This design comes from an exercise in tuning for small area, a short achievable clock period and few clock cycles on the open sky130 flow, not from production work. Where RTL was checked, it was by simulation tests only, not by an equivalence proof against the original. For runs 1 to 5, only the layout was checked, not whether the RTL still works. No run shown here takes its clock network from TritonCTS; it comes from the design's own scripts or RTL. The clock input has no modelled driver; a real chip could not lean on it and would need a root buffer or a full tree. Power figures rest on the tool's default switching activity, not on a simulated workload.

<file path="constraint.sdc">
create_clock -name core_clock -period 4.5 [get_ports {clk}]
set_input_delay 0.9000 -clock core_clock [delete_from_list [all_inputs] [get_ports {clk}]]
set_output_delay 0.9000 -clock core_clock [all_outputs]
set_load 0.01 [all_outputs]
</file>
<file path="flow/run.sh">
#!/bin/bash
# Standard ORFS flow, except that the clock tree is built by flow/cts.tcl.
set -euo pipefail
# port buffers: plain buf_2 instead of the delay cell buffer_ports picks
export BUFFER_PORTS_ARGS="-buffer_cell sky130_fd_sc_hd__buf_2"
R=orfs/results/$FLOW_PLATFORM/conversion/base
bash standard.sh place > flow_place.log 2>&1
RES=$R SETUP_MARGIN=2.85 NROOT=4 NLEAF=3 ROOTBUF=sky130_fd_sc_hd__buf_12 LEAFBUF=sky130_fd_sc_hd__buf_6 \
	openroad -exit -no_init -threads $NUM_CORES flow/cts.tcl > flow_cts.log 2>&1
bash standard.sh finish > flow_finish.log 2>&1
</file>
<file path="flow/tree.tcl">
# One- or two-level clock tree, built by hand: the clock port drives NROOT
# buffers; each drives NLEAF leaf buffers (or, with NLEAF 0, the flip-flops
# directly). Flip-flops are split into equal groups by recursive bisection
# of their locations, alternating x and y, so the leaves see equal loads.
proc bisect { items k axis } {
  if {$k <= 1} { return [list $items] }
  set items [lsort -integer -index $axis $items]
  set n [llength $items]
  set k1 [expr {$k / 2}]
  set n1 [expr {($n * $k1 + $k / 2) / $k}]
  set other [expr {$axis == 1 ? 2 : 1}]
  return [concat [bisect [lrange $items 0 [expr {$n1 - 1}]] $k1 $other] \
                 [bisect [lrange $items $n1 end] [expr {$k - $k1}] $other]]
}

proc centre { items } {
  set sx 0; set sy 0
  foreach s $items { incr sx [lindex $s 1]; incr sy [lindex $s 2] }
  set n [llength $items]
  return [list [expr {$sx / $n}] [expr {$sy / $n}]]
}

proc add_buf { name master innet xy } {
  set block [ord::get_db_block]
  set inst [odb::dbInst_create $block $master $name]
  set net [odb::dbNet_create $block "${name}_net"]
  $net setSigType CLOCK
  [$inst findITerm A] connect $innet
  [$inst findITerm X] connect $net
  $inst setLocation [expr {[lindex $xy 0] - [$master getWidth] / 2}] \
                    [expr {[lindex $xy 1] - [$master getHeight] / 2}]
  $inst setPlacementStatus PLACED
  return $net
}

proc build_tree { nroot nleaf root_master leaf_master } {
  set block [ord::get_db_block]
  set db [ord::get_db]
  set rm [$db findMaster $root_master]
  set lm [$db findMaster $leaf_master]
  set clk [$block findNet clk]
  set sinks {}
  foreach it [$clk getITerms] {
    set box [[$it getInst] getBBox]
    lappend sinks [list $it [expr {([$box xMin] + [$box xMax]) / 2}] [expr {([$box yMin] + [$box yMax]) / 2}]]
  }
  set roots [bisect $sinks $nroot 1]
  set r 0
  foreach rg $roots {
    set rnet [add_buf "clkroot_$r" $rm $clk [centre $rg]]
    if {$nleaf == 0} {
      foreach s $rg { set it [lindex $s 0]; $it disconnect; $it connect $rnet }
      puts "root $r: [llength $rg] sinks"
    } else {
      set l 0
      foreach lg [bisect $rg $nleaf 2] {
        set lnet [add_buf "clkleaf_${r}_$l" $lm $rnet [centre $lg]]
        foreach s $lg { set it [lindex $s 0]; $it disconnect; $it connect $lnet }
        puts "leaf $r $l: [llength $lg] sinks"
        incr l
      }
    }
    incr r
  }
}
</file>
<file path="design.v">
`timescale 1ns / 1ps
module conversion(
	ready,postfix,
	clk,reset,load,infix
);
input clk, reset, load;
input [7:0] infix;
output ready;
output [7:0] postfix;
localparam QN = 29;           
reg       c_dig, c_opn, c_cls, c_hi, c_pa, c_hp;
reg [3:0] nib;
wire [3:0] in_n = infix[3:0];
wire       ld   = load & ~reset;
always @(posedge clk) begin
	c_dig <= ld &  infix[4];
	c_opn <= ld & ~infix[4] & ~in_n[2] & ~in_n[1] & ~in_n[0];           
	c_cls <= ld & ~infix[4] & ~in_n[2] & ~in_n[1] &  in_n[0];           
	c_hi  <= ld & ~infix[4] &  in_n[1] & ~(in_n[0] ^ in_n[2]);          
	c_pa  <= ld & ~infix[4] & ~(in_n[2] & in_n[1]) & in_n[0];           
	c_hp  <= ld & ~infix[4] & (in_n[1] | in_n[0]);                      
	nib   <= in_n;
end
wire iv   = c_dig | c_opn | c_hi | c_pa;
reg  rst_r;
always @(posedge clk) rst_r <= reset;
wire c_lo = c_pa & ~c_cls;
reg        lv, lo, hv, ho;
reg [3:0]  hl, hh;            
reg        p;                 
reg [6:0]  so;                
reg        snd, rdy, hd;
reg [3:0]  h;
reg [3:0]  q [1:QN+1];
wire [3:0] hi_n = {1'b1, ho, 1'b1, ho};
wire [3:0] lo_n = {1'b1, lo, ~lo, 1'b1};
wire       n1   = c_dig | (hv & c_hp) | (lv & c_pa);             
wire       n2   = c_pa & hv & lv;                                
wire [3:0] curv = {lv, lo, hv, ho};
wire       e_nib = ~c_opn & ~p & c_dig;
wire       e_hi  = ~c_opn & ~p & ~c_dig & hv;
wire       e_lo  = ~c_opn & (p | (~c_dig & ~hv));
wire       o_nib = ~c_opn &  p & c_dig;
wire       o_hi  = ~c_opn &  p & ~c_dig & hv;
wire       o_lo  = ~c_opn & (~p | (~c_dig & ~hv));
wire [3:0] bus_e = ({4{c_opn}} & curv) | ({4{e_nib}} & nib) |
                   ({4{e_hi}} & hi_n) | ({4{e_lo}} & lo_n);
wire [3:0] bus_o = ({4{c_opn}} & curv) | ({4{o_nib}} & nib) |
                   ({4{o_hi}} & hi_n) | ({4{o_lo}} & lo_n);
wire [3:0] top = ({4{so[1]}} & q[29]) | ({4{so[2]}} & q[28]) |
                 ({4{so[3]}} & q[27]) | ({4{so[4]}} & q[26]) |
                 ({4{so[5]}} & q[25]) | ({4{so[6]}} & q[24]);
reg [15:0] dh;                
integer k;
always @(*)
	for (k = 0; k < 16; k = k + 1) dh[k] = hl[k % 4] & hh[k / 4];
wire [7:0] ds = {1'b0, so};
wire       h0   = hl[0] & hh[0];
wire       more = ~h0;                      
wire       done = snd & ~more & ~hv & ~lv;
wire       inc  = n2 | (n1 & p);
always @(posedge clk)
	if (rst_r) begin
		hl <= 4'b0001;
		hh <= 4'b0001;
		p  <= 1'b0;
	end
	else if (snd) begin
		if (more | done)
			p <= ~p;
		if (more & ~p) begin                 
			hl <= {hl[0], hl[3:1]};
			if (hl[0]) hh <= {hh[0], hh[3:1]};
		end
	end
	else begin
		p <= p ^ (n1 & ~n2);
		if (inc) begin                       
			hl <= {hl[2:0], hl[3]};
			if (hl[3]) hh <= {hh[2:0], hh[3]};
		end
	end
always @(*) q[QN+1] = bus_o;
genvar i;
generate for (i = 1; i <= QN; i = i + 1) begin : g_q
	wire we;
	if (i % 2 == 0)
		assign we = (~p & dh[i/2]) | (p & dh[i/2-1]) |
		            ((QN - i < 8) ? (c_opn & ds[(QN - i) % 8]) : 1'b0);
	else
		assign we = dh[i/2] |
		            ((QN - i < 8) ? (c_opn & ds[(QN - i) % 8]) : 1'b0);
	always @(posedge clk)
		if (snd)      q[i] <= q[i+1];
		else if (we)  q[i] <= (i % 2 == 0) ? bus_e : bus_o;
end endgenerate
always @(posedge clk) begin
	if (rst_r) begin
		so  <= 7'd1;
		snd <= 1'b0;
	end
	else if (snd) begin
		if (done)
			snd <= 1'b0;
	end
	else begin
		if (c_opn)
			so <= {so[5:0], 1'b0};
		else if (c_cls)
			so <= {1'b0, so[6:1]};
		if (iv && !load)
			snd <= 1'b1;
	end
end
wire keep = ~c_opn & ~c_pa & ~c_hi;         
always @(posedge clk) begin
	lv <= ~rst_r & ((snd & lv & (more | hv)) |
	                (~snd & ((c_cls & top[3]) | c_lo | (~c_opn & ~c_cls & lv))));
	lo <= (snd & lo) | (~snd & ((c_cls & top[2]) | (c_lo & nib[2]) | (~c_pa & lo)));
	hv <= ~rst_r & ((snd & hv & more) |
	                (~snd & ((c_cls & top[1]) | c_hi | (keep & hv))));
	ho <= (snd & ho) | (~snd & ((c_cls & top[0]) | (c_hi & nib[2]) | (~c_cls & ~c_hi & ho)));
end
wire t_q   = snd & more;
wire t_hi  = snd & ~more & hv;
wire t_lo  = snd & ~more & ~hv;
wire t_nib = ~snd & h0 & ~p & c_dig;        
wire t_h   = ~snd & ~(h0 & ~p & c_dig);
always @(posedge clk) begin
	h  <= ({4{t_q}} & q[1]) | ({4{t_hi}} & hi_n) | ({4{t_lo}} & lo_n) |
	      ({4{t_nib}} & nib) | ({4{t_h}} & h);
	hd <= (t_q & ~(q[1][3] & (q[1][2] | q[1][1]))) | t_nib | (t_h & hd);
end
always @(posedge clk)
	if (reset | rst_r)     rdy <= 1'b0;
	else if (snd)          rdy <= ~done;
	else if (iv && !load)  rdy <= 1'b1;
assign ready   = rdy;
assign postfix = {3'b001, hd, h};
endmodule
</file>
<file path="flow/cts.tcl">
# Clock tree step in place of ORFS's TritonCTS: a shallow balanced tree built
# by tree.tcl (NROOT buffers on the clock port, NLEAF leaf buffers under
# each), then the same timing repair and legalisation as ORFS's cts step.
set R $::env(RES)
set margin $::env(SETUP_MARGIN)
read_liberty $::env(FLOW_HOME)/platforms/sky130hd/lib/sky130_fd_sc_hd__tt_025C_1v80.lib
read_db $R/3_place.odb
read_sdc $R/3_place.sdc
source $::env(FLOW_HOME)/platforms/sky130hd/setRC.tcl
set_dont_use [get_lib_cells {sky130_fd_sc_hd__probe_p_8 sky130_fd_sc_hd__probec_p_8 sky130_fd_sc_hd__lpflow_*}]
source [file join [file dirname [info script]] tree.tcl]
build_tree $::env(NROOT) $::env(NLEAF) $::env(ROOTBUF) $::env(LEAFBUF)
detailed_placement
estimate_parasitics -placement
set_propagated_clock [all_clocks]
report_clock_latency
repair_timing -setup_margin $margin -verbose
detailed_placement
check_placement -verbose
estimate_parasitics -placement
report_clock_latency
report_worst_slack -max
report_worst_slack -min
write_db $R/4_1_cts.odb
write_sdc -no_timestamp $R/4_cts.sdc
</file>
<file path="standard.sh">
#!/bin/bash
# synth_recipe.tcl (not shown) runs the flow's synth.tcl, then flattens the netlist and writes it again
# the make line also repeats each setting of config.mk as NAME=value (left out here)
make -C /OpenROAD-flow-scripts/flow DESIGN_CONFIG=/design/flow/config.mk WORK_HOME=/design/flow/orfs CLKGATE_MAP_FILE= SYNTH_SCRIPT=/design/flow/synth_recipe.tcl "${@:-finish}"
</file>
<file path="config.mk">
export PLATFORM = sky130hd
export DESIGN_NAME = conversion
export DESIGN_NICKNAME = conversion
export VERILOG_FILES = /design/flow/design.v
export SDC_FILE = /design/flow/constraint.sdc
export NUM_CORES = 4
export LEC_CHECK = 0
export CAP_MARGIN = 20
export CORE_MARGIN = 2
export CORE_UTILIZATION = 40
export SETUP_SLACK_MARGIN = 2.85
export SLEW_MARGIN = 20
</file>
==> impl_metrics.tcl, run 1 <==
set metrics [dict create \
    hold_violations 0 \
    crit_path_max_fanout 7 \
    via_count 4767 \
    critPathRequiredTime_ns 4.47 \
    synth_most_common_cell "edfxtp_1" \
    slew_headroom 0.6397 \
    final_max_slew_viol_count 0 \
    postRouteAntennaNets 0 \
    crit_type "register to register" \
    rsz0062_at_grt "true" \
    holdPathStages 2 \
    fillers 1618 \
    drc 0 \
    dr.pass1.iters 5 \
    worstSetupStartpointType "register" \
    ys_warn_count 2 \
    startpoint "c_opn" \
    status "complete, no violations" \
    setup-tns-final_ns 0 \
    antenna_found_initial 0 \
    design.core.area_sq_um 17060 \
    track_usage 0.1798 \
    irDropWorstVdd_uv 205.3 \
    synth_area_sq_um 6904 \
    worstSkewPairLatency_ns 0.24 \
    clkPwrFrac 0.247 \
    crit_path_end_kind "register" \
    avgSynthCellArea_sq_um 11.51 \
    grt_pass1_vias 4640 \
    yosysSeqAreaShare 0.6176 \
    r2r_start "c_opn" \
    area_growth_pct 11.85 \
    layout_min_cycle_time_ns 1.712 \
    clkTransAtPathRegs_ns 0.10 \
    portBuffers 13 \
    worst_path_largest_cell_delay_ns 0.36 \
    gr-total-overflow 0 \
    path_cells "buf_12, or2b_4, o22ai_4, a211o_4, nand2_2" \
    max_freq_ghz 0.5840 \
    layout-drive-gt1-share 0.1973 \
    arrival_ns 1.69 \
    p_int_mw 2.284 \
    die_width_um 135.4 \
    die_area_sq_um 18330 \
    wl_per_cell_um 20.18 \
    synth_commonest_cells "edfxtp_1, nand2_1, a21o_1, dfxtp_1, a21oi_1" \
    grt_first_pass_wirelength_um 25990 \
    max_cap_violations 0 \
    skew_ns 0.02175 \
    reg2reg_depth 5 \
    setup_viol 0 \
    hold_ws_ns 0.4953 \
    wl_um 16710 \
    grt_max_degree 77 \
    seqPwrFrac 0.569 \
    dp_hpwl_um 9670 \
    yosysTopAreaCell "edfxtp_1" \
    synth_area_leaders "edfxtp_1, dfxtp_1, a21o_1" \
    num_io_pins 20 \
    start_util 0.4048 \
    swShare 0.2624 \
    utilization 0.4528 \
    netlist_instances 600 \
    first_iter_violations 402 \
    cellPowerDensity_nw_per_um2 401.0 \
    worst_slew_pin_slew_ns 0.5381 \
    place_congestion 0.8439 \
    routed_via_density 5.757 \
    die_h_um 135.4 \
    async_flop_share 0 \
    synth_edf_count 118 \
    synth_cell_types 61 \
    cp_slowest_cell "dfxtp_4" \
    rows 48 \
    post-route-period-util 0.3805 \
    combPwrFrac 0.184 \
    antennaDiodeCount 0 \
    ys_ff_latch 154 \
    hold_path_class "register to register" \
    min_from "hd" \
    p_leak_nw 2.933 \
    p_switching_uw 812.4 \
    synth_top_area_frac 0.5132 \
    synth_flop_cell "edfxtp_1" \
    fin_nets 616 \
]
[sequential cells by signal (all words and copies together), names as in the netlist, 4 cells and up, named ones only]
| signal | cells |
|---|---|
| h | 4 |
| hh | 4 |
| hl | 4 |
| nib | 4 |
| q | 116 |
| so | 7 |
[routing by layer]
layer | vias up | track usage | wire [um] | share of wire
li1 | 2190 | - | - | -
met1 | 2407 | 0.2505 | 7503 | 0.45
met2 | 140 | 0.3015 | 7972 | 0.48
met3 | 30 | 0.01347 | 722 | 0.043
met4 | 0 | 0.05671 | 511 | 0.031
met5 | - | 0 | 0 | 0
[cells in the final DEF (no fill, tap or decap), types with 4 or more instances in the layout]
cell type / count
buf_4: 15
edfxtp_1: 118
a21o_1: 70
a21oi_1: 30
inv_1: 18
buf_6: 16
nand2_1: 86
o211ai_1: 6
buf_2: 13
dfxtp_4: 6
a221o_1: 5
buf_12: 7
nand3_1: 5
o221a_2: 5
a22oi_1: 12
nor2_1: 16
dfxtp_1: 27
nand2_2: 17
a31oi_1: 5
o21ai_0: 11
a211o_4: 4
nor3_1: 13
o21a_1: 5
nand2b_1: 4
a2bb2oi_1: 4
mux2i_1: 12
[per-stage QoR]
| step | setup slack [ns] | instance area (sq um) | power [mW] | instances |
|---|---|---|---|---|
| 3_3_place_gp | 2.265 | 7032 | 2.259 | 791 |
| 5_1_grt | 2.758 | 7722 | 3.217 | 828 |
| 3_5_place_dp | 2.105 | 7032 | 2.280 | 791 |
| 2_1_floorplan | 2.974 | 6908 | 2.128 | 601 |
| 6_report | 2.788 | 7722 | 3.097 | 828 |
[final cells by class]
cell class	count	area (sq um)	share of cell area
sequential	154	4290	0.5556
multi-input combinational	371	2455	0.3179
timing repair buffer	40	390.4	0.05055
tap	225	281.5	0.03645
buffer	16	215.2	0.02787
inverter	22	90.09	0.01167
[worst max-delay path: cells and delay by family (launching register included)]
kind / cells / cell delay (ns)
AOI/OAI and AO/OA: 2 / 0.63
buffers and inverters: 1 / 0.13
DFF: 1 / 0.36
and+or+nand+nor: 2 / 0.34
[worst paths after layout]
| path | slack [ns] | to |
|---|---|---|
| worst max-delay path | 2.79 | q[6][0] |
| worst min-delay path | 0.50 | hd |
| worst max register to register | 2.79 | q[6][0] |
| worst min register to register | 0.50 | hd |
[power by group through the flow]
stage	sequential (mW)	clock, mW	combinational (mW)
floorplan	1.77	0	0.361
global placement	1.79	0	0.467
detailed placement	1.79	0	0.485
global route	1.77	0.829	0.619
finish	1.76	0.764	0.571
[logic make-up (layout without fill, tap and decap cells)]
family,Yosys count,after routing,synth area share
AOI/OAI and AO/OA,179,181,0.1892
and+or+nand+nor,169,169,0.1122
DFF,154,154,0.6176
buffers and inverters,78,78,0.05346
muxes,16,16,0.02392
other,2,3,0.001088
xor gates and xnor gates,2,2,0.002538
==> run 2, diff against run 1 <==
--- a/flow/run.sh
+++ b/flow/run.sh
@@ -5,6 +5,6 @@
 export BUFFER_PORTS_ARGS="-buffer_cell sky130_fd_sc_hd__buf_2"
 R=orfs/results/$FLOW_PLATFORM/conversion/base
 bash standard.sh place > flow_place.log 2>&1
-RES=$R SETUP_MARGIN=2.85 NROOT=4 NLEAF=3 ROOTBUF=sky130_fd_sc_hd__buf_12 LEAFBUF=sky130_fd_sc_hd__buf_6 \
+RES=$R SETUP_MARGIN=2.85 NROOT=4 NLEAF=2 ROOTBUF=sky130_fd_sc_hd__buf_16 LEAFBUF=sky130_fd_sc_hd__buf_16 \
 	openroad -exit -no_init -threads $NUM_CORES flow/cts.tcl > flow_cts.log 2>&1
 bash standard.sh finish > flow_finish.log 2>&1
==> impl_metrics.tcl, run 2 <==
set metrics [dict create \
    clkTransAtPathRegs_ns 0.08 \
    num_io_pins 20 \
    critPathRequiredTime_ns 4.49 \
    yosysSeqAreaShare 0.6176 \
    first_iter_violations 388 \
    crit_buf_inv 2 \
    die_h_um 135.4 \
    async_flop_share 0 \
    largestRegisters "q x116, so x7" \
    start_util 0.4048 \
    worstSkewPairLatency_ns 0.24 \
    via_count 4811 \
    setup-tns-final_ns 0 \
    cp_slowest_cell "dfxtp_4" \
    drc 0 \
    ys_warn_count 2 \
    dpl.cell_count 791 \
    yosysTopAreaCell "edfxtp_1" \
    avgSynthCellArea_sq_um 11.51 \
    cpMostUsedCell "buf_12" \
    place_congestion 0.8439 \
    die_area_sq_um 18330 \
    rsz0062_at_grt "true" \
    synth_edf_count 118 \
    synth_cell_types 61 \
    grt_first_pass_wirelength_um 26510 \
    dr.pass1.iters 5 \
    irDropWorstVdd_uv 203.4 \
    routed_via_density 5.782 \
    crit_path_max_fanout 7 \
    rows 48 \
    skew_ns 0.01240 \
    portBuffers 13 \
    wl_per_cell_um 20.49 \
    slew_headroom 0.6330 \
    post-route-period-util 0.3699 \
    worst_r2r_endpoint "q[6][0]" \
    min_to "hd" \
    wl_um 17050 \
    synth_top_area_frac 0.5132 \
    synth_area_leaders "edfxtp_1, dfxtp_1, a21o_1" \
    gr-total-overflow 0 \
    cellPowerDensity_nw_per_um2 429.7 \
    synth_area_sq_um 6904 \
    ys_ff_latch 154 \
    netlist_instances 600 \
    max_cap_violations 0 \
    fin_nets 620 \
    grt_max_degree 77 \
    layout_common_cells "edfxtp_1, nand2_1, a21o_1" \
    crit_type "register to register" \
    grt_pass1_vias 4646 \
    worst_slew_pin_slew_ns 0.5497 \
    status "complete, no violations" \
    arrival_ns 1.66 \
    largest_register_ffs 116 \
    dp_hpwl_um 9670 \
    layout_commonest_cell "edfxtp_1" \
    area_growth_pct 14.99 \
    crit_path_end_kind "register" \
    antenna_found_initial 0 \
    layout_min_cycle_time_ns 1.665 \
    hold_violations 0 \
    antennaDiodeCount 0 \
    final_cells 832 \
    max_freq_ghz 0.6007 \
    die_width_um 135.4 \
    worst_path_largest_cell_delay_ns 0.36 \
    design.core.area_sq_um 17060 \
    postRouteAntennaNets 0 \
    min_from "hd" \
    r2r_start "c_opn" \
    regMostFlops "q" \
    reg2reg_depth 6 \
    p_leak_nw 3.014 \
    hold_path_class "register to register" \
    synth_flop_cell "edfxtp_1" \
    r2r_setup_slack_ns 2.84 \
    synth_commonest_cells "edfxtp_1, nand2_1, a21o_1, dfxtp_1, a21oi_1" \
    path_cells "buf_12, or2b_4, o22ai_4, buf_12, a211o_4, nand2_2" \
    track_usage 0.1852 \
    layout-drive-gt1-share 0.1993 \
    holdPathStages 2 \
    worstSetupStartpointType "register" \
    fillers 1575 \
    setup_viol 0 \
    final_max_slew_viol_count 0 \
    path_depth 6 \
    cpLargestDelayFamily "compound AO/OA/AOI/OAI gates" \
    synth_most_common_cell "edfxtp_1" \
]
-- run 2: cell counts after synthesis --
No cell type changed its count.
-- run 2: logic make-up (layout without fill, tap and decap cells) --
logic type / Yosys count / after routing / share of synthesized area
AND/OR/NAND/NOR: 169 / 169 / 0.1122
buffers and inverters: 78 / 81 / 0.05346
flip-flops: 154 / 154 / 0.6176
other: 2 / 3 / 0.001088
AO/OA/AOI/OAI: 179 / 182 / 0.1892
multiplexers: 16 / 16 / 0.02392
XOR/XNOR: 2 / 2 / 0.002538
-- run 2: worst max-delay path by stage --
stage                     startpoint        to  slack [ns]
after floorplan                    p  q[14][0]        2.97
final                          c_opn   q[6][0]        2.84
after global routing           c_opn   q[6][0]        2.81
after detailed placement           p   q[1][2]        2.11
after global placement             p   q[1][2]        2.26
-- run 2: worst min-delay path, stage by stage, from the launching register on --
cell	delay (ns)
dfxtp_1	0.32
inv_1	0.05
a31oi_1	0.08
-- run 2: per-stage QoR --
stage / util / total power [mW] / instance area, sq um / hold WS [ns] / worst slack, ns
6_report: 0.4654 / 3.412 / 7939 / 0.4931 / 2.835
5_1_grt: 0.4654 / 3.536 / 7939 / 0.5094 / 2.806
3_5_place_dp: 0.4123 / 2.280 / 7032 / 0.4852 / 2.105
3_3_place_gp: 0.4123 / 2.259 / 7032 / 0.4535 / 2.265
2_1_floorplan: - / 2.128 / 6908 / 0.4439 / 2.974
-- run 2: power breakdown --
group          switching (mW)  internal (mW)  leakage [nW]
combinational           0.351          0.263          1.52
clock                   0.443          0.593         0.152
sequential             0.0650           1.70          1.34
-- run 2: final cells by class --
type,instances,area [sq um],share of cell area
flip-flops and latches,154,4290,0.5404
multi-input cells,372,2479,0.3122
repair buffers,47,467.9,0.05894
inverters,22,90.09,0.01135
plain buffers,12,330.3,0.04161
well taps,225,281.5,0.03546
-- run 2: per-layer routing --
metal | global-route usage | share of wire
met1 | 0.2611 | 0.45
met5 | 0 | 0
met3 | 0.01235 | 0.046
met4 | 0.04630 | 0.025
met2 | 0.3142 | 0.48
==> run 3, diff against run 2 <==
--- a/design.v
+++ b/design.v
@@ -47,9 +47,9 @@
                    ({4{e_hi}} & hi_n) | ({4{e_lo}} & lo_n);
 wire [3:0] bus_o = ({4{c_opn}} & curv) | ({4{o_nib}} & nib) |
                    ({4{o_hi}} & hi_n) | ({4{o_lo}} & lo_n);
-wire [3:0] top = ({4{so[1]}} & q[29]) | ({4{so[2]}} & q[28]) |
-                 ({4{so[3]}} & q[27]) | ({4{so[4]}} & q[26]) |
-                 ({4{so[5]}} & q[25]) | ({4{so[6]}} & q[24]);
+wire [3:0] top = ({4{so[1]}} & ~q[29]) | ({4{so[2]}} & q[28]) |
+                 ({4{so[3]}} & ~q[27]) | ({4{so[4]}} & q[26]) |
+                 ({4{so[5]}} & ~q[25]) | ({4{so[6]}} & q[24]);
 reg [15:0] dh;                
 integer k;
 always @(*)
@@ -80,7 +80,9 @@
 			if (hl[3]) hh <= {hh[2:0], hh[3]};
 		end
 	end
-always @(*) q[QN+1] = bus_o;
+always @(*) q[QN+1] = 4'b0000;
+wire [3:0] bn_e = {4{~snd}} & ~bus_e;
+wire [3:0] bn_o = {4{~snd}} &  bus_o;
 genvar i;
 generate for (i = 1; i <= QN; i = i + 1) begin : g_q
 	wire we;
@@ -91,8 +93,8 @@
 		assign we = dh[i/2] |
 		            ((QN - i < 8) ? (c_opn & ds[(QN - i) % 8]) : 1'b0);
 	always @(posedge clk)
-		if (snd)      q[i] <= q[i+1];
-		else if (we)  q[i] <= (i % 2 == 0) ? bus_e : bus_o;
+		if (snd | we)
+			q[i] <= ~(({4{snd}} & q[i+1]) | ((i % 2 == 0) ? bn_e : bn_o));
 end endgenerate
 always @(posedge clk) begin
 	if (rst_r) begin
@@ -127,9 +129,9 @@
 wire t_nib = ~snd & h0 & ~p & c_dig;        
 wire t_h   = ~snd & ~(h0 & ~p & c_dig);
 always @(posedge clk) begin
-	h  <= ({4{t_q}} & q[1]) | ({4{t_hi}} & hi_n) | ({4{t_lo}} & lo_n) |
+	h  <= ({4{t_q}} & ~q[1]) | ({4{t_hi}} & hi_n) | ({4{t_lo}} & lo_n) |
 	      ({4{t_nib}} & nib) | ({4{t_h}} & h);
-	hd <= (t_q & ~(q[1][3] & (q[1][2] | q[1][1]))) | t_nib | (t_h & hd);
+	hd <= (t_q & ~(~q[1][3] & (~q[1][2] | ~q[1][1]))) | t_nib | (t_h & hd);
 end
 always @(posedge clk)
 	if (reset | rst_r)     rdy <= 1'b0;
==> impl_metrics.tcl, run 3 <==
set metrics [dict create \
    worstSkewPairLatency_ns 0.24 \
    gr-total-overflow 0 \
    post-route-period-util 0.3715 \
    path_depth 6 \
    yosysTopAreaCell "edfxtp_1" \
    synth_cell_types 63 \
    synthMuxAreaShare 0.01962 \
    arrival_ns 1.66 \
    clkTransAtPathRegs_ns 0.08 \
    cp-endpoint "q[19][2]" \
    largestRegisters "q x116, so x7" \
    synth-compound-area-share 0.2034 \
    postRouteAntennaNets 0 \
    skew_ns 0.009074 \
    yosysSeqAreaShare 0.6306 \
    path_cells "buf_4, nand2_1, a21oi_2, a221o_2, buf_12, o21ai_2" \
    irDropWorstVdd_uv 213.0 \
    layout_commonest_cell "edfxtp_1" \
    netlist_instances 567 \
    die_h_um 134.0 \
    hold_path_class "register to register" \
    layout_min_cycle_time_ns 1.672 \
    synth_area_sq_um 6761 \
    dp_hpwl_um 9258 \
    antenna_found_initial 0 \
    reg2reg_depth 6 \
    status "complete, no violations" \
    track_usage 0.1823 \
    portBuffers 13 \
    routed_via_density 5.851 \
    place_congestion 0.7910 \
    die_width_um 134.0 \
    critPathRequiredTime_ns 4.49 \
    area_growth_pct 13.88 \
    synth_most_common_cell "edfxtp_1" \
    grt_max_degree 52 \
    rows 47 \
    via_count 4681 \
    dp_slack_ns 1.670 \
    synth_top_family_by_area "compound AO/OA/AOI/OAI gates" \
    synth_flop_cell "edfxtp_1" \
    r2r_setup_slack_ns 2.83 \
    hold_violations 0 \
    synth_area_leaders "edfxtp_1, dfxtp_1, a21oi_1" \
    die_area_sq_um 17960 \
    dr.pass1.iters 4 \
    layout-drive-gt1-share 0.2138 \
    setup-tns-final_ns 0 \
    worst_path_largest_cell_delay_ns 0.37 \
    avgSynthCellArea_sq_um 11.93 \
    final_max_slew_viol_count 0 \
    r2r_start "c_dig" \
    worst_r2r_endpoint "q[19][2]" \
    design.core.area_sq_um 16520 \
    grt_pass1_vias 4638 \
    p_leak_nw 2.670 \
    grtUsageMet1 0.2525 \
    crit_type "register to register" \
    startpoint "c_dig" \
    ys_warn_count 2 \
    slew_headroom 0.5200 \
    crit_path_max_fanout 7 \
    grt_use_met3 0.03061 \
    largest_register_ffs 116 \
    min_from "so[0]" \
    fin_nets 593 \
    drc 0 \
    cpLargestDelayFamily "compound AO/OA/AOI/OAI gates" \
    wl_um 17030 \
    synth_fa_ha_area_frac 0 \
    wl_per_cell_um 21.29 \
    ys_ff_latch 154 \
    first_iter_violations 429 \
    worst_slew_pin_slew_ns 0.7191 \
    crit_buf_inv 2 \
    synth_top_area_frac 0.5241 \
    cellPowerDensity_nw_per_um2 435.0 \
    yosys.area_share.simple 0.08623 \
    max_cap_violations 0 \
    cp_slowest_cell "dfxtp_4" \
    grt_util_met2 0.3034 \
    crit_path_end_kind "register" \
    setup_viol 0 \
    busiest_layer "met2" \
    max_freq_ghz 0.5982 \
    start_util 0.4092 \
    p_total_mw 3.350 \
    rsz0062_at_grt "true" \
    fin_ws_ns 2.828 \
    layout_common_cells "edfxtp_1, a21oi_1, nand2_1" \
    synthXorXnorAreaFrac 0.001295 \
    synth_commonest_cells "edfxtp_1, a21oi_1, nand2_1, o21ai_0, dfxtp_1" \
    async_flop_share 0 \
    worstSetupStartpointType "register" \
    grt_first_pass_wirelength_um 25960 \
    regMostFlops "q" \
    num_io_pins 20 \
    synth_edf_count 118 \
    antennaDiodeCount 0 \
]
-- run 3: changes by cell type after synthesis, moves of 5 or more --
cell	previous run	this run
buf_4	6	14
inv_1	19	14
a22oi_1	12	4
o21ai_0	12	56
o221a_2	5	0
o21ai_2	0	11
nand2_1	103	60
a21oi_1	31	72
o22ai_1	1	6
a21o_1	70	3
buf_2	25	14
-- run 3: stage by stage --
step                hold WS (ns)  cell area [sq um]  cells  utilization
floorplan                 0.4760               6765    568            -
global placement          0.5012               6802    751       0.4116
detailed placement        0.5072               6802    751       0.4116
global route              0.5518               7700    800       0.4660
finish                    0.5230               7700    800       0.4660
-- run 3: how the worst min path moves through the flow --
stage,endpoint,slack [ns],cells after the start
floorplan,so[0],0.48,2
global placement,hd,0.50,2
detailed placement,hd,0.51,2
global route,q[14][0],0.55,1
finish,so[0],0.52,2
-- run 3: power breakdown --
part	switching, mW	total, mW	internal, mW
Clock	0.443	1.04	0.593
Combinational	0.339	0.559	0.219
Sequential	0.0589	1.75	1.70
-- run 3: kinds of logic after synthesis --
| family | count (synthesis) |
|---|---|
| buffers and inverters | 69 |
| AO/OA/AOI/OAI | 208 |
| AND/OR/NAND/NOR | 120 |
| flip-flops | 154 |
| other | 2 |
| XOR/XNOR | 1 |
| multiplexers | 13 |
-- run 3: worst register-to-register path, stage by stage, from the launching register on --
cell and delay (ns):
dfxtp_4 0.37, buf_4 0.15, nand2_1 0.09, a21oi_2 0.25, a221o_2 0.32, buf_12 0.17, o21ai_2 0.06
-- run 3: cell type report --
cell class	count	area, sq um
buffer	12	330.3
fill	1496	8825
inverter	16	73.82
multi-input combinational	348	2277
sequential	154	4289
tap	220	275.3
timing repair buffer	50	454.2
-- run 3: routing by layer --
layer  wire (um)  vias up
li1            -     2146
met1        7542     2375
met2        8045      133
met3        1026       27
met4         416        0
met5           0        -
==> run 4, diff against run 3 <==
--- a/flow/run.sh
+++ b/flow/run.sh
@@ -5,6 +5,6 @@
 export BUFFER_PORTS_ARGS="-buffer_cell sky130_fd_sc_hd__buf_2"
 R=orfs/results/$FLOW_PLATFORM/conversion/base
 bash standard.sh place > flow_place.log 2>&1
-RES=$R SETUP_MARGIN=2.85 NROOT=4 NLEAF=2 ROOTBUF=sky130_fd_sc_hd__buf_16 LEAFBUF=sky130_fd_sc_hd__buf_16 \
+RES=$R SETUP_MARGIN=2.85 NROOT=4 NLEAF=3 ROOTBUF=sky130_fd_sc_hd__buf_12 LEAFBUF=sky130_fd_sc_hd__buf_6 \
 	openroad -exit -no_init -threads $NUM_CORES flow/cts.tcl > flow_cts.log 2>&1
 bash standard.sh finish > flow_finish.log 2>&1
==> impl_metrics.tcl, run 4 <==
set metrics [dict create \
    setup-tns-final_ns 0 \
    post-route-period-util 0.3833 \
    antenna_found_initial 1 \
    utilization 0.4611 \
    crit_buf_inv 4 \
    max_freq_ghz 0.5798 \
    holdPathStages 2 \
    swShare 0.2708 \
    yosysSeqAreaShare 0.6306 \
    area_growth_pct 12.69 \
    num_io_pins 20 \
    worstSkewPairLatency_ns 0.23 \
    p_switching_uw 846.7 \
    worst_r2r_endpoint "q[18][2]" \
    gr-total-overflow 0 \
    clkTransAtPathRegs_ns 0.10 \
    synth_area_sq_um 6761 \
    ys_warn_count 2 \
    p_leak_nw 2.620 \
    dp_hpwl_um 9258 \
    via_count 4714 \
    grt_max_degree 52 \
    setup_viol 0 \
    track_usage 0.1841 \
    grt_pass1_vias 4702 \
    worst_slew_pin_slew_ns 0.7224 \
    rsz0062_at_grt "true" \
    die_h_um 134.0 \
    worstSetupStartpointType "register" \
    regMostFlops "q" \
    die_area_sq_um 17960 \
    synth_edf_count 118 \
    startpoint "c_dig" \
    place_congestion 0.7910 \
    routed_via_density 5.878 \
    max_cap_violations 0 \
    crit_path_end_kind "register" \
    min_to "so[0]" \
    synth_flop_cell "edfxtp_1" \
    worst_path_largest_cell_delay_ns 0.39 \
    arrival_ns 1.69 \
    start_util 0.4092 \
    hold_violations 0 \
    crit_path_max_fanout 7 \
    crit_type "register to register" \
    synth_commonest_cells "edfxtp_1, a21oi_1, nand2_1, o21ai_0, dfxtp_1" \
    cp_slowest_cell "dfxtp_4" \
    postRouteAntennaNets 0 \
    synth_top_area_frac 0.5241 \
    seqPwrFrac 0.562 \
    min_from "so[0]" \
    async_flop_share 0 \
    drc 0 \
    synth_most_common_cell "edfxtp_1" \
    cpLargestDelayFamily "buffers and inverters" \
    combPwrFrac 0.189 \
    design.core.area_sq_um 16520 \
    rows 47 \
    dpl.cell_count 751 \
    final_max_slew_viol_count 0 \
    r2r_start "c_dig" \
    layout-drive-gt1-share 0.2216 \
    p_int_mw 2.280 \
    status "complete, no violations" \
    irDropWorstVdd_uv 200.7 \
    grt_first_pass_wirelength_um 26140 \
    dr.pass1.iters 5 \
    largestRegisters "q x116, so x7" \
    fillers 1508 \
    synth_area_leaders "edfxtp_1, dfxtp_1, a21oi_1" \
    wl_um 16970 \
    layout_common_cells "edfxtp_1, a21oi_1, nand2_1" \
    wl_per_cell_um 21.16 \
    die_width_um 134.0 \
    avgSynthCellArea_sq_um 11.93 \
    p_total_mw 3.127 \
    netlist_instances 567 \
    largest_register_ffs 116 \
    reg2reg_depth 7 \
    fin_nets 595 \
    layout_min_cycle_time_ns 1.725 \
    slew_headroom 0.5177 \
    cellPowerDensity_nw_per_um2 410.3 \
    path_cells "buf_6, buf_6, o211ai_1, a221oi_2, buf_4, buf_12, a21oi_2" \
    synth_cell_types 63 \
    r2r_setup_slack_ns 2.78 \
    final_cells 802 \
    first_iter_violations 444 \
    hold_path_class "register to register" \
    cpMostUsedCell "buf_6" \
    antennaDiodeCount 0 \
    skew_ns 0.02054 \
    layout_commonest_cell "edfxtp_1" \
    ys_ff_latch 154 \
    critPathRequiredTime_ns 4.47 \
    portBuffers 13 \
    yosysTopAreaCell "edfxtp_1" \
    clkPwrFrac 0.249 \
]
## run 4: cell counts after synthesis
No cell type changed its count.
## run 4: worst max path at each step
stage / depth (start not counted) / endpoint / slack (ns)
final: 7 / q[18][2] / 2.78
after global placement: 3 / q[16][0] / 1.71
after global routing: 7 / q[10][2] / 2.77
after detailed placement: 3 / q[16][0] / 1.67
after floorplan: 6 / q[24][0] / 3.00
## run 4: metal layers
metal  GRT usage  vias to the layer above  part of all wire
met5           0                        -           0.00053
met4     0.05789                        2             0.032
met3     0.03439                       45             0.067
met2      0.3003                      155              0.46
met1      0.2507                     2368              0.44
li1            -                     2144                 -
## run 4: kinds of logic after synthesis
| kind of cell | count (synthesis) | share of synthesized area |
|---|---|---|
| buffers and inverters | 69 | 0.05774 |
| flip-flops | 154 | 0.6306 |
| multiplexers | 13 | 0.01962 |
| XOR/XNOR | 1 | 0.001296 |
| AO/OA/AOI/OAI | 208 | 0.2034 |
| other | 2 | 0.001111 |
| AND/OR/NAND/NOR | 120 | 0.08623 |
## run 4: cell type report
cell class | instances | area (sq um) | share of cell area
Buffer | 16 | 215.2 | 0.02824
Tap cell | 220 | 275.3 | 0.03612
Timing Repair Buffer | 49 | 462.9 | 0.06076
Multi-Input combinational cell | 347 | 2295 | 0.3011
Inverter | 16 | 83.83 | 0.01100
Sequential cell | 154 | 4288 | 0.5627
## run 4: worst min-delay path, cell delays in order, from the launching register on
cell and delay [ns]:
dfxtp_1 0.34, nand2_1 0.06, o311ai_1 0.08
## run 4: metrics by stage
step	setup WS, ns	instance area, sq um	hold WS [ns]
global route	2.769	7620	0.5471
floorplan	3.000	6765	0.4760
detailed placement	1.670	6802	0.5072
global placement	1.707	6802	0.5012
finish	2.775	7620	0.5234
## run 4: power groups by stage
stage | logic [mW] | clock network, mW | registers [mW]
2_1_floorplan | 0.334 | 0 | 1.77
6_report | 0.589 | 0.780 | 1.76
3_5_place_dp | 0.406 | 0 | 1.81
5_1_grt | 0.638 | 0.843 | 1.77
3_3_place_gp | 0.390 | 0 | 1.81
==> run 5, diff against run 4 <==
--- a/flow/run.sh
+++ b/flow/run.sh
@@ -5,6 +5,6 @@
 export BUFFER_PORTS_ARGS="-buffer_cell sky130_fd_sc_hd__buf_2"
 R=orfs/results/$FLOW_PLATFORM/conversion/base
 bash standard.sh place > flow_place.log 2>&1
-RES=$R SETUP_MARGIN=2.85 NROOT=4 NLEAF=3 ROOTBUF=sky130_fd_sc_hd__buf_12 LEAFBUF=sky130_fd_sc_hd__buf_6 \
+RES=$R SETUP_MARGIN=2.92 NROOT=4 NLEAF=2 ROOTBUF=sky130_fd_sc_hd__buf_16 LEAFBUF=sky130_fd_sc_hd__buf_16 \
 	openroad -exit -no_init -threads $NUM_CORES flow/cts.tcl > flow_cts.log 2>&1
 bash standard.sh finish > flow_finish.log 2>&1
--- a/config.mk
+++ b/config.mk
@@ -8,5 +8,5 @@
 export CAP_MARGIN = 20
 export CORE_MARGIN = 2
 export CORE_UTILIZATION = 40
-export SETUP_SLACK_MARGIN = 2.85
+export SETUP_SLACK_MARGIN = 2.92
 export SLEW_MARGIN = 20
==> impl_metrics.tcl, run 5 <==
set metrics [dict create \
    portBuffers 13 \
    status "complete, no violations" \
    dpl.cell_count 751 \
    synth_edf_count 118 \
    irDropWorstVdd_uv 230.8 \
    wl_per_cell_um 21.84 \
    worstSetupStartpointType "register" \
    layout_commonest_cell "edfxtp_1" \
    layout_common_cells "edfxtp_1, a21oi_1, nand2_1" \
    fin_nets 613 \
    dp_slack_ns 1.670 \
    crit_type "register to register" \
    track_usage 0.1859 \
    postRouteAntennaNets 0 \
    clkTransAtPathRegs_ns 0.09 \
    fillers 1427 \
    p_total_mw 3.471 \
    rsz0062_at_grt "true" \
    ys_ff_latch 154 \
    worst_path_largest_cell_delay_ns 0.44 \
    cellPowerDensity_nw_per_um2 428.7 \
    fin_ws_ns 2.832 \
    num_io_pins 20 \
    die_area_sq_um 17960 \
    design.core.area_sq_um 16520 \
    routed_via_density 5.898 \
    p_leak_nw 2.823 \
    rows 47 \
    skew_ns 0.01424 \
    synth_cell_types 63 \
    arrival_ns 1.65 \
    holdPathStages 2 \
    yosysTopAreaCell "edfxtp_1" \
    worstSkewPairLatency_ns 0.24 \
    place_congestion 0.7910 \
    dr.pass1.iters 5 \
    die_h_um 134.0 \
    final_cells 820 \
    ff_latch_area_sq_um 4302 \
    setup_viol 0 \
    synth_area_leaders "edfxtp_1, dfxtp_1, a21oi_1" \
    layout_min_cycle_time_ns 1.668 \
    largestRegisters "q x116, so x7" \
    grt_pass1_vias 4713 \
    max_freq_ghz 0.5994 \
    dp_hpwl_um 9258 \
    hold_path_class "register to register" \
    hold_ws_ns 0.5203 \
    max_cap_violations 0 \
    async_flop_share 0 \
    critPathRequiredTime_ns 4.48 \
    grt_first_pass_wirelength_um 26320 \
    gr-total-overflow 0 \
    slew_headroom 0.5033 \
    cp_slowest_cell "edfxtp_1" \
    ys_warn_count 2 \
    grt_max_degree 52 \
    worst_slew_pin_slew_ns 0.7440 \
    synth_commonest_cells "edfxtp_1, a21oi_1, nand2_1, o21ai_0, dfxtp_1" \
    hold_violations 0 \
    synth_area_sq_um 6761 \
    first_iter_violations 482 \
    avgSynthCellArea_sq_um 11.93 \
    start_util 0.4092 \
    crit_path_end_kind "register" \
    yosysSeqAreaShare 0.6306 \
    synth_top_area_frac 0.5241 \
    post-route-period-util 0.3708 \
    path_cells "nand2b_4, o22ai_4, buf_6, a21boi_4, clkbuf_16, a21oi_1" \
    multi_input_area_sq_um 2361 \
    die_width_um 134.0 \
    synth_flop_cell "edfxtp_1" \
    netlist_instances 567 \
    crit_path_max_fanout 7 \
    final_max_slew_viol_count 0 \
    antennaDiodeCount 0 \
    wl_um 17910 \
    largest_register_ffs 116 \
    synth_most_common_cell "edfxtp_1" \
    via_count 4836 \
    layout-drive-gt1-share 0.2783 \
    drc 0 \
    setup-tns-final_ns 0 \
    reg2reg_depth 6 \
    area_growth_pct 19.74 \
    antenna_found_initial 1 \
    regMostFlops "q" \
]
-- run 5: cell counts after synthesis --
No cell type changed its count.
-- run 5: area by class of cell --
cell class | instances | share of cell area
sequential | 154 | 0.5313
tap | 220 | 0.03400
inverter | 16 | 0.01144
buffer | 12 | 0.04080
timing repair buffer | 70 | 0.08948
multi-input combinational | 347 | 0.2916
timing repair inverter | 1 | 0.001391
-- run 5: metal layers --
layer,part of all wire,vias up,global-route usage
li1,-,2192,-
met1,0.44,2439,0.2564
met2,0.47,161,0.3080
met3,0.057,42,0.02986
met4,0.029,2,0.04854
met5,0.00073,-,0
-- run 5: power by group --
group          internal, mW  switching [mW]
registers              1.70          0.0661
logic                 0.282           0.384
clock network         0.593           0.447
total                  2.57           0.897
-- run 5: logic make-up (layout without fill, tap and decap cells) --
family	Yosys count	count (layout)	share of synthesized area
AOI/OAI and AO/OA	208	209	0.2034
xor gates and xnor gates	1	1	0.001296
buffers and inverters	69	99	0.05774
DFF	154	154	0.6306
muxes	13	13	0.01962
other	2	3	0.001111
and+or+nand+nor	120	121	0.08623
-- run 5: final timing paths --
check,startpoint,endpoint,slack (ns)
worst max-delay path,register,q[15][0],2.83
worst min-delay path,so[0],so[0],0.52
worst max register to register,register,q[15][0],2.83
worst min register to register,so[0],so[0],0.52
-- run 5: worst max-delay path, delay by kind of cell (launching register included) --
family	cells	cell delay, ns
buffers and inverters	2	0.37
AOI/OAI and AO/OA	3	0.40
DFF	1	0.44
and+or+nand+nor	1	0.18
-- run 5: metrics by stage --
stage	cell area, sq um	util
floorplan	6765	-
global placement	6802	0.4116
detailed placement	6802	0.4116
global route	8097	0.4900
finish	8097	0.4900
==> run 6, diff against run 5 <==
--- a/design.v
+++ b/design.v
@@ -37,16 +37,16 @@
 wire       n1   = c_dig | (hv & c_hp) | (lv & c_pa);             
 wire       n2   = c_pa & hv & lv;                                
 wire [3:0] curv = {lv, lo, hv, ho};
-wire       e_nib = ~c_opn & ~p & c_dig;
-wire       e_hi  = ~c_opn & ~p & ~c_dig & hv;
-wire       e_lo  = ~c_opn & (p | (~c_dig & ~hv));
-wire       o_nib = ~c_opn &  p & c_dig;
-wire       o_hi  = ~c_opn &  p & ~c_dig & hv;
-wire       o_lo  = ~c_opn & (~p | (~c_dig & ~hv));
-wire [3:0] bus_e = ({4{c_opn}} & curv) | ({4{e_nib}} & nib) |
-                   ({4{e_hi}} & hi_n) | ({4{e_lo}} & lo_n);
-wire [3:0] bus_o = ({4{c_opn}} & curv) | ({4{o_nib}} & nib) |
-                   ({4{o_hi}} & hi_n) | ({4{o_lo}} & lo_n);
+wire       e_nib = ~p & c_dig;
+wire       e_hi  = ~p & ~c_dig & hv;
+wire       e_lo  = p | (~c_dig & ~hv);
+wire       o_nib =  p & c_dig;
+wire       o_hi  =  p & ~c_dig & hv;
+wire       o_lo  = ~p | (~c_dig & ~hv);
+wire [3:0] bus_e = ({4{e_nib}} & nib) | ({4{e_hi}} & hi_n) | ({4{e_lo}} & lo_n);
+wire [3:0] bus_o = ({4{o_nib}} & nib) | ({4{o_hi}} & hi_n) | ({4{o_lo}} & lo_n);
+wire [3:0] bus_es = c_opn ? curv : bus_e;
+wire [3:0] bus_os = c_opn ? curv : bus_o;
 wire [3:0] top = ({4{so[1]}} & ~q[29]) | ({4{so[2]}} & q[28]) |
                  ({4{so[3]}} & ~q[27]) | ({4{so[4]}} & q[26]) |
                  ({4{so[5]}} & ~q[25]) | ({4{so[6]}} & q[24]);
@@ -81,8 +81,10 @@
 		end
 	end
 always @(*) q[QN+1] = 4'b0000;
-wire [3:0] bn_e = {4{~snd}} & ~bus_e;
-wire [3:0] bn_o = {4{~snd}} &  bus_o;
+wire [3:0] bn_e  = {4{~snd}} & ~bus_e;
+wire [3:0] bn_o  = {4{~snd}} &  bus_o;
+wire [3:0] bn_es = {4{~snd}} & ~bus_es;
+wire [3:0] bn_os = {4{~snd}} &  bus_os;
 genvar i;
 generate for (i = 1; i <= QN; i = i + 1) begin : g_q
 	wire we;
@@ -94,7 +96,8 @@
 		            ((QN - i < 8) ? (c_opn & ds[(QN - i) % 8]) : 1'b0);
 	always @(posedge clk)
 		if (snd | we)
-			q[i] <= ~(({4{snd}} & q[i+1]) | ((i % 2 == 0) ? bn_e : bn_o));
+			q[i] <= ~(({4{snd}} & q[i+1]) | ((i % 2 == 0) ? ((i >= QN - 5) ? bn_es : bn_e)
+			                                               : ((i >= QN - 5) ? bn_os : bn_o)));
 end endgenerate
 always @(posedge clk) begin
 	if (rst_r) begin
--- a/flow/run.sh
+++ b/flow/run.sh
@@ -5,6 +5,6 @@
 export BUFFER_PORTS_ARGS="-buffer_cell sky130_fd_sc_hd__buf_2"
 R=orfs/results/$FLOW_PLATFORM/conversion/base
 bash standard.sh place > flow_place.log 2>&1
-RES=$R SETUP_MARGIN=2.92 NROOT=4 NLEAF=2 ROOTBUF=sky130_fd_sc_hd__buf_16 LEAFBUF=sky130_fd_sc_hd__buf_16 \
+RES=$R SETUP_MARGIN=2.85 NROOT=4 NLEAF=2 ROOTBUF=sky130_fd_sc_hd__buf_16 LEAFBUF=sky130_fd_sc_hd__buf_16 \
 	openroad -exit -no_init -threads $NUM_CORES flow/cts.tcl > flow_cts.log 2>&1
 bash standard.sh finish > flow_finish.log 2>&1
--- a/config.mk
+++ b/config.mk
@@ -8,5 +8,5 @@
 export CAP_MARGIN = 20
 export CORE_MARGIN = 2
 export CORE_UTILIZATION = 40
-export SETUP_SLACK_MARGIN = 2.92
+export SETUP_SLACK_MARGIN = 2.85
 export SLEW_MARGIN = 20
==> impl_metrics.tcl, run 6 <==
set metrics [dict create \
    status "complete, no violations" \
    rows 46 \
    synth_edf_count 118 \
    antenna_found_initial 0 \
    crit_path_max_fanout 4 \
    synth_most_common_cell "edfxtp_1" \
    synth_area_leaders "edfxtp_1, dfxtp_1, o21ai_0" \
    start_util 0.4121 \
    worstSkewPairLatency_ns 0.24 \
    first_iter_violations 435 \
    dr.pass1.iters 5 \
    largestRegisters "q x116, so x7" \
    regMostFlops "q" \
    gr-total-overflow 0 \
    critPathRequiredTime_ns 4.63 \
    max_freq_ghz 0.5827 \
    largest_register_ffs 116 \
    grt_first_pass_wirelength_um 25850 \
    crit_path_end_kind "register" \
    num_io_pins 20 \
    yosysSeqAreaShare 0.6467 \
    clkTransAtPathRegs_ns 0.08 \
    dp_hpwl_um 9718 \
    avgSynthCellArea_sq_um 11.43 \
    synth_cell_types 54 \
    max_cap_violations 0 \
    fin_nets 591 \
    synth_flop_cell "edfxtp_1" \
    drc 0 \
    final_max_slew_viol_count 0 \
    holdPathStages 2 \
    setup_viol 0 \
    wl_um 16240 \
    synth_area_sq_um 6594 \
    hold_violations 0 \
    netlist_instances 577 \
    hold_path_class "register to register" \
    track_usage 0.1806 \
    wl_per_cell_um 20.45 \
    die_h_um 132.4 \
    design.core.area_sq_um 16000 \
    layout_min_cycle_time_ns 1.716 \
    rsz0062_at_grt "true" \
    die_width_um 132.4 \
    antennaDiodeCount 0 \
    place_congestion 0.8665 \
    synth_top_area_frac 0.5374 \
    portBuffers 13 \
    postRouteAntennaNets 0 \
    reg2reg_depth 5 \
    yosysTopAreaCell "edfxtp_1" \
    die_area_sq_um 17530 \
    setup-tns-final_ns 0 \
    async_flop_share 0 \
    grt_pass1_vias 4599 \
    layout_common_cells "edfxtp_1, o21ai_0, a21oi_1" \
    skew_ns 0.007239 \
    ys_warn_count 2 \
    slew_headroom 0.2818 \
    grt_max_degree 53 \
    routed_via_density 5.924 \
    r2r_setup_slack_ns 2.78 \
    layout_commonest_cell "edfxtp_1" \
    worstSetupStartpointType "register" \
    p_leak_nw 2.544 \
    ys_ff_latch 154 \
    synth_commonest_cells "edfxtp_1, o21ai_0, a21oi_1, nand2_1" \
    post-route-period-util 0.3814 \
    arrival_ns 1.85 \
    r2r_start "snd" \
    layout-drive-gt1-share 0.1817 \
    p_total_mw 3.358 \
    irDropWorstVdd_uv 265.8 \
    min_from "so[0]" \
    cellPowerDensity_nw_per_um2 442.4 \
    min_to "so[0]" \
    worst_slew_pin_slew_ns 1.076 \
    worst_r2r_endpoint "hh[0]" \
    area_growth_pct 15.10 \
    via_count 4704 \
    crit_type "register to register" \
]
==> run 6: worst max-delay path, cell delays in order (launching register included) <==
cell and delay (ns):
dfxtp_4 0.41, buf_16 0.13, a21bo_4 0.22, o221a_4 0.28
or4_1 0.40, and3_1 0.17
==> run 6: worst max path at each step <==
stage          startpoint  endpoint  slack (ns)  cells after the start
6_report              snd     hh[0]        2.78                      5
5_1_grt               snd     hh[0]        2.76                      5
3_5_place_dp          snd     hh[0]        1.85                      5
3_3_place_gp            p   q[2][3]        1.85                      3
2_1_floorplan         snd   q[2][0]        2.87                      7
==> run 6: kinds of logic (layout without fill, tap and decap cells) <==
logic type / count (synthesis) / count (layout) / share of synthesized area
XOR/XNOR: 1 / 1 / 0.001329
flip-flops: 154 / 154 / 0.6467
AO/OA/AOI/OAI: 216 / 216 / 0.2004
buffers and inverters: 73 / 73 / 0.04573
other: 2 / 3 / 0.001139
multiplexers: 15 / 15 / 0.02391
AND/OR/NAND/NOR: 116 / 116 / 0.08084
==> run 6: area by class of cell <==
class | count | area (sq um)
Buffer | 12 | 330.3
Fill cell | 1449 | 8411
Inverter | 19 | 97.59
Multi-Input combinational cell | 351 | 2202
Sequential cell | 154 | 4284
Tap cell | 216 | 270.3
Timing Repair Buffer | 41 | 394.1
Timing Repair inverter | 1 | 11.26
==> run 6: per-stage QoR <==
stage,cells,instance area [sq um],hold slack [ns],utilization,setup slack [ns]
after floorplan,578,6601,0.4307,-,2.871
after global placement,759,6749,0.4774,0.4218,1.854
after detailed placement,759,6754,0.4745,0.4221,1.848
after global routing,794,7590,0.5212,0.4744,2.757
final,794,7590,0.4846,0.4744,2.784
==> run 6: power breakdown <==
group	internal [mW]	switching (mW)
combinational	0.200	0.324
sequential	1.71	0.0827
clock	0.593	0.445
==> run 6: routing by layer <==
metal	global-route usage	wire, um
met5	0	0
met4	0.06452	538
met3	0.01038	911
met2	0.2827	7600
met1	0.2673	7189
Testbench counts of run 6, summed over its fixed seeds: cycles 5,210.
==> run 7, diff against run 6 <==
--- a/flow/run.sh
+++ b/flow/run.sh
@@ -5,6 +5,6 @@
 export BUFFER_PORTS_ARGS="-buffer_cell sky130_fd_sc_hd__buf_2"
 R=orfs/results/$FLOW_PLATFORM/conversion/base
 bash standard.sh place > flow_place.log 2>&1
-RES=$R SETUP_MARGIN=2.85 NROOT=4 NLEAF=2 ROOTBUF=sky130_fd_sc_hd__buf_16 LEAFBUF=sky130_fd_sc_hd__buf_16 \
+RES=$R SETUP_MARGIN=2.85 NROOT=4 NLEAF=3 ROOTBUF=sky130_fd_sc_hd__buf_12 LEAFBUF=sky130_fd_sc_hd__buf_6 \
 	openroad -exit -no_init -threads $NUM_CORES flow/cts.tcl > flow_cts.log 2>&1
 bash standard.sh finish > flow_finish.log 2>&1
==> impl_metrics.tcl, run 7 <==
set metrics [dict create \
    status "complete, no violations" \
    gr-total-overflow 0 \
    grt_first_pass_wirelength_um 25880 \
    synth_top_family_by_area "compound AO/OA/AOI/OAI gates" \
    grt_use_met3 0.01307 \
    final_max_slew_viol_count 0 \
    area_growth_pct 12.11 \
    track_usage 0.1815 \
    synth-compound-area-share 0.2004 \
    antennaDiodeCount 0 \
    grt_pass1_vias 4577 \
    arrival_ns 1.86 \
    grt_max_degree 53 \
    p_total_mw 3.065 \
    place_congestion 0.8665 \
    utilization 0.4620 \
    crit_path_max_fanout 4 \
    layout_min_cycle_time_ns 1.733 \
    synthMuxAreaShare 0.02391 \
    synth_commonest_cells "edfxtp_1, o21ai_0, a21oi_1, nand2_1" \
    crit_path_end_kind "register" \
    skew_ns 0.01653 \
    cp_slowest_cell "dfxtp_4" \
    rsz0062_at_grt "true" \
    max_cap_violations 0 \
    layout_common_cells "edfxtp_1, o21ai_0, a21oi_1" \
    synth_flop_cell "edfxtp_1" \
    synth_top_area_frac 0.5374 \
    synth_cell_types 54 \
    synth_area_leaders "edfxtp_1, dfxtp_1, o21ai_0" \
    synthXorXnorAreaFrac 0.001328 \
    max_freq_ghz 0.5771 \
    portBuffers 13 \
    ys_warn_count 2 \
    setup_viol 0 \
    dp_hpwl_um 9718 \
    wl_per_cell_um 20.02 \
    regMostFlops "q" \
    grtUsageMet1 0.2700 \
    design_area_sq_um 7392 \
    start_util 0.4121 \
    clkTransAtPathRegs_ns 0.09 \
    synth_most_common_cell "edfxtp_1" \
    critPathRequiredTime_ns 4.63 \
    min_from "so[0]" \
    yosysSeqAreaShare 0.6467 \
    hold_violations 0 \
    cellPowerDensity_nw_per_um2 414.6 \
    worst_path_largest_cell_delay_ns 0.43 \
    postRouteAntennaNets 0 \
    die_area_sq_um 17530 \
    startpoint "snd" \
    dr.pass1.iters 5 \
    p_leak_nw 2.469 \
    wl_um 15910 \
    crit_type "register to register" \
    routed_via_density 5.842 \
    drc 0 \
    irDropWorstVdd_uv 226.2 \
    netlist_instances 577 \
    slew_headroom 0.3186 \
    final_cells 795 \
    antenna_found_initial 0 \
    yosysTopAreaCell "edfxtp_1" \
    via_count 4644 \
    largest_register_ffs 116 \
    grt_util_met2 0.2850 \
    synth_edf_count 118 \
    placed_area_sq_um 6754 \
    design.core.area_sq_um 16000 \
    fin_nets 592 \
    path_cells "buf_16, a21bo_4, o221a_4, or4_1, and3_1" \
    worstSkewPairLatency_ns 0.23 \
    layout_commonest_cell "edfxtp_1" \
    dpl.cell_count 759 \
    async_flop_share 0 \
    layout-drive-gt1-share 0.1796 \
    num_io_pins 20 \
    die_h_um 132.4 \
    avgSynthCellArea_sq_um 11.43 \
    ys_ff_latch 154 \
    hold_path_class "register to register" \
    r2r_start "snd" \
    busiest_layer "met2" \
    die_width_um 132.4 \
    largestRegisters "q x116, so x7" \
    yosys.area_share.simple 0.08083 \
    setup-tns-final_ns 0 \
    synth_fa_ha_area_frac 0 \
    rows 46 \
    worst_slew_pin_slew_ns 1.021 \
    synth_area_sq_um 6594 \
    worstSetupStartpointType "register" \
    post-route-period-util 0.3851 \
    first_iter_violations 473 \
]
-- run 7: changes by cell type in the layout (fill, tap and decap cells not counted), moves of 2 or more --
cell,delta
buf_6,+11
buf_12,+3
a311oi_2,-2
nand2b_4,-2
buf_16,-12
a311oi_1,+2
-- run 7: final timing paths --
path,end,slack [ns],cells past startpoint
hold / removal,so[0],0.49,2
setup reg to reg,hh[0],2.77,5
hold reg to reg,so[0],0.49,2
setup / recovery,hh[0],2.77,5
-- run 7: where the power goes --
group | internal [mW] | switching [mW] | leakage [nW] | total, mW
clock network | 0.348 | 0.419 | 0.110 | 0.767
registers | 1.71 | 0.0794 | 1.37 | 1.79
logic | 0.190 | 0.316 | 0.988 | 0.506
-- run 7: kinds of logic (layout without fill, tap and decap cells) --
family / count (synthesis) / count (layout)
AO/OA/AOI/OAI: 216 / 216
XOR/XNOR: 1 / 1
buffers and inverters: 73 / 74
flip-flops: 154 / 154
multiplexers: 15 / 15
other: 2 / 3
AND/OR/NAND/NOR: 116 / 116
-- run 7: final cells by class --
cell class                      instances  area [sq um]
Sequential cell                       154          4285
Buffer                                 16         215.2
Multi-Input combinational cell        351          2175
Timing Repair Buffer                   39         362.8
Tap cell                              216         270.3
Inverter                               19         83.83
Fill cell                            1481          8608
-- run 7: stage by stage --
step                      setup WS (ns)  hold slack (ns)
after floorplan                   2.871           0.4307
after global placement            1.854           0.4774
after detailed placement          1.848           0.4745
after global routing              2.729           0.5220
final                             2.767           0.4857
-- run 7: metal layers --
layer / up-vias / wire length [um]
met2: 179 / 7298
met5: - / 0
met3: 42 / 1027
met4: 0 / 551
met1: 2274 / 7034
li1: 2149 / -
-- run 7: critical path: cells and delay by family (launching register included) --
| kind | cells | cell delay, ns |
|---|---|---|
| flops | 1 | 0.43 |
| compound gates | 2 | 0.50 |
| simple gates | 2 | 0.57 |
| buf+inv | 1 | 0.13 |
==> run 8, diff against run 7 <==
--- a/design.v
+++ b/design.v
@@ -59,27 +59,19 @@
 wire       more = ~h0;                      
 wire       done = snd & ~more & ~hv & ~lv;
 wire       inc  = n2 | (n1 & p);
-always @(posedge clk)
-	if (rst_r) begin
-		hl <= 4'b0001;
-		hh <= 4'b0001;
-		p  <= 1'b0;
-	end
-	else if (snd) begin
-		if (more | done)
-			p <= ~p;
-		if (more & ~p) begin                 
-			hl <= {hl[0], hl[3:1]};
-			if (hl[0]) hh <= {hh[0], hh[3:1]};
-		end
-	end
-	else begin
-		p <= p ^ (n1 & ~n2);
-		if (inc) begin                       
-			hl <= {hl[2:0], hl[3]};
-			if (hl[3]) hh <= {hh[2:0], hh[3]};
-		end
-	end
+wire rl  = ~snd & inc;
+wire rr  = snd & more & ~p;
+wire rlh = rl & hl[3];
+wire rrh = rr & hl[0];
+always @(posedge clk) begin
+	hl <= rst_r ? 4'b0001 :
+	      ({4{rl}} & {hl[2:0], hl[3]}) | ({4{rr}} & {hl[0], hl[3:1]}) |
+	      ({4{~rl & ~rr}} & hl);
+	hh <= rst_r ? 4'b0001 :
+	      ({4{rlh}} & {hh[2:0], hh[3]}) | ({4{rrh}} & {hh[0], hh[3:1]}) |
+	      ({4{~rlh & ~rrh}} & hh);
+	p  <= ~rst_r & (p ^ (snd ? (more | done) : (n1 & ~n2)));
+end
 always @(*) q[QN+1] = 4'b0000;
 wire [3:0] bn_e  = {4{~snd}} & ~bus_e;
 wire [3:0] bn_o  = {4{~snd}} &  bus_o;
==> impl_metrics.tcl, run 8 <==
set metrics [dict create \
    grt_pass1_vias 4597 \
    status "complete, no violations" \
    grt_max_degree 75 \
    area_growth_pct 12.31 \
    die_width_um 133.6 \
    startpoint "p" \
    ys_ff_latch 154 \
    regMostFlops "q" \
    skew_ns 0.02167 \
    crit_path_end_kind "register" \
    die_h_um 133.6 \
    dp_hpwl_um 10000 \
    synth_area_sq_um 6719 \
    start_util 0.4066 \
    synth_flop_cell "edfxtp_1" \
    utilization 0.4567 \
    slew_headroom 0.4681 \
    place_congestion 0.8752 \
    dr.pass1.iters 5 \
    largest_register_ffs 116 \
    rsz0062_at_grt "true" \
    dp_slack_ns 2.067 \
    max_cap_violations 0 \
    r2r_start "p" \
    fin_ws_ns 2.840 \
    synth_area_leaders "edfxtp_1, dfxtp_1, o21ai_0" \
    max_freq_ghz 0.6024 \
    yosysSeqAreaShare 0.6346 \
    antennaDiodeCount 0 \
    worstSetupStartpointType "register" \
    layout_commonest_cell "edfxtp_1" \
    wl_um 16660 \
    wl_per_cell_um 20.64 \
    drc 0 \
    layout-drive-gt1-share 0.1976 \
    clkTransAtPathRegs_ns 0.10 \
    hold_violations 0 \
    post-route-period-util 0.3689 \
    netlist_instances 576 \
    cellPowerDensity_nw_per_um2 403.9 \
    irDropWorstVdd_uv 213.0 \
    synth_commonest_cells "edfxtp_1, o21ai_0, a21oi_1, nand2_1, dfxtp_1" \
    grt_first_pass_wirelength_um 25810 \
    critPathRequiredTime_ns 4.48 \
    die_area_sq_um 17850 \
    first_iter_violations 474 \
    p_leak_nw 2.597 \
    postRouteAntennaNets 0 \
    largestRegisters "q x116, so x7" \
    fin_nets 600 \
    rows 47 \
    synth_top_area_frac 0.5274 \
    worst_path_largest_cell_delay_ns 0.39 \
    min_from "h[2]" \
    cp_slowest_cell "dfxtp_4" \
    portBuffers 13 \
    arrival_ns 1.64 \
    setup_viol 0 \
    via_count 4729 \
    synth_edf_count 118 \
    worst_slew_pin_slew_ns 0.7968 \
    num_io_pins 20 \
    path_cells "buf_6, clkinvlp_4, a21o_1, a21oi_4, clkbuf_16, a21oi_1" \
    crit_type "register to register" \
    worstSkewPairLatency_ns 0.24 \
    avgSynthCellArea_sq_um 11.66 \
    crit_path_max_fanout 6 \
    placed_area_sq_um 6792 \
    yosysTopAreaCell "edfxtp_1" \
    design_area_sq_um 7546 \
    hold_path_class "register to register" \
    fillers 1468 \
    final_max_slew_viol_count 0 \
    synth_cell_types 66 \
    setup-tns-final_ns 0 \
    cpLargestDelayFamily "compound AO/OA/AOI/OAI gates" \
    gr-total-overflow 0 \
    async_flop_share 0 \
    synth_most_common_cell "edfxtp_1" \
    design.core.area_sq_um 16520 \
    routed_via_density 5.860 \
    crit_buf_inv 3 \
    layout_min_cycle_time_ns 1.660 \
    ys_warn_count 2 \
    track_usage 0.1788 \
    antenna_found_initial 0 \
    layout_common_cells "edfxtp_1, o21ai_0, nand2_1, a21oi_1, dfxtp_1" \
]
[run 8: final timing paths]
check | endpoint | cells past startpoint | slack, ns
min | h[2] | 2 | 0.54
max reg2reg | q[7][2] | 6 | 2.84
min reg2reg | h[2] | 2 | 0.54
max | q[7][2] | 6 | 2.84
[run 8: final cells by class]
| type | count | area, sq um | area share |
|---|---|---|---|
| plain buffers | 16 | 215.2 | 0.02852 |
| well taps | 220 | 275.3 | 0.03648 |
| multi-input cells | 352 | 2232 | 0.2958 |
| flip-flops and latches | 154 | 4282 | 0.5674 |
| repair buffers | 50 | 476.7 | 0.06317 |
| inverters | 15 | 65.06 | 0.008622 |
[run 8: per-layer routing]
layer	track usage	wire [um]	vias up
met5	0	0	-
met4	0.06619	636	0
met3	0.01903	942	37
met2	0.2844	7741	180
met1	0.2546	7336	2351
li1	-	-	2161
[run 8: report_power, final]
group	switching, mW	internal [mW]	leakage (nW)	total (mW)
clock network	0.416	0.348	0.110	0.764
logic	0.306	0.233	1.12	0.539
registers	0.0604	1.68	1.37	1.74
total	0.783	2.26	2.60	3.05
[run 8: cell families after synthesis]
| kind of cell | Yosys count | synth area share |
|---|---|---|
| compound gates | 206 | 0.1959 |
| flops | 154 | 0.6346 |
| simple gates | 127 | 0.09050 |
| buf+inv | 72 | 0.05456 |
| mux | 14 | 0.02197 |
| other cells | 2 | 0.001118 |
| xor+xnor | 1 | 0.001304 |
[run 8: per-stage QoR]
step | std cells | total power [mW] | hold slack [ns]
after floorplan | 577 | 2.049 | 0.4569
after global placement | 758 | 2.160 | 0.4952
after detailed placement | 758 | 2.173 | 0.5235
after global routing | 807 | 3.176 | 0.5600
final | 807 | 3.048 | 0.5382
[run 8: tightest hold or removal path: stages, from the launching register on]
cell and delay (ns):
dfxtp_1 0.33, mux2i_1 0.06, o21ai_0 0.12
Testbench counts of run 8, summed over its fixed seeds: cycles 5,210.

## what the ideal ports hide
How much do the figures lean on ideal ports? The routed layouts below were timed once more, with nothing changed but the port constraints. Step 1 sets driving cells, clkbuf_16 on the clock port and buf_2 on the other inputs (assumed; they add their load-dependent delay and slew). Step 2, shift: input delay + t, output delay - t, t = (earliest + latest rising clock arrival at the registers) / 2. This alone moves slack from input paths to output paths. Three values: no drivers, after step 1, after step 2; two values: the first two.
| run | shift t [ns] | setup slack, ns |
|---|---|---|
| run 1 | 0.324 | 2.788 / 2.784 / 2.780 |
| run 2 | 0.351 | 2.835 / 2.763 / 2.785 |
| run 3 | 0.348 | 2.828 / 2.773 / 2.752 |
| run 4 | 0.322 | 2.775 / 2.775 / 2.752 |
| run 5 | 0.351 | 2.832 / 2.795 / 2.832 |
| run 6 | 0.347 | 2.784 / 2.765 / 2.747 |
| run 7 | 0.315 | 2.767 / 2.767 / 2.745 |
| run 8 | 0.323 | 2.840 / 2.800 / 2.729 |
After both steps every run listed still meets setup and hold.
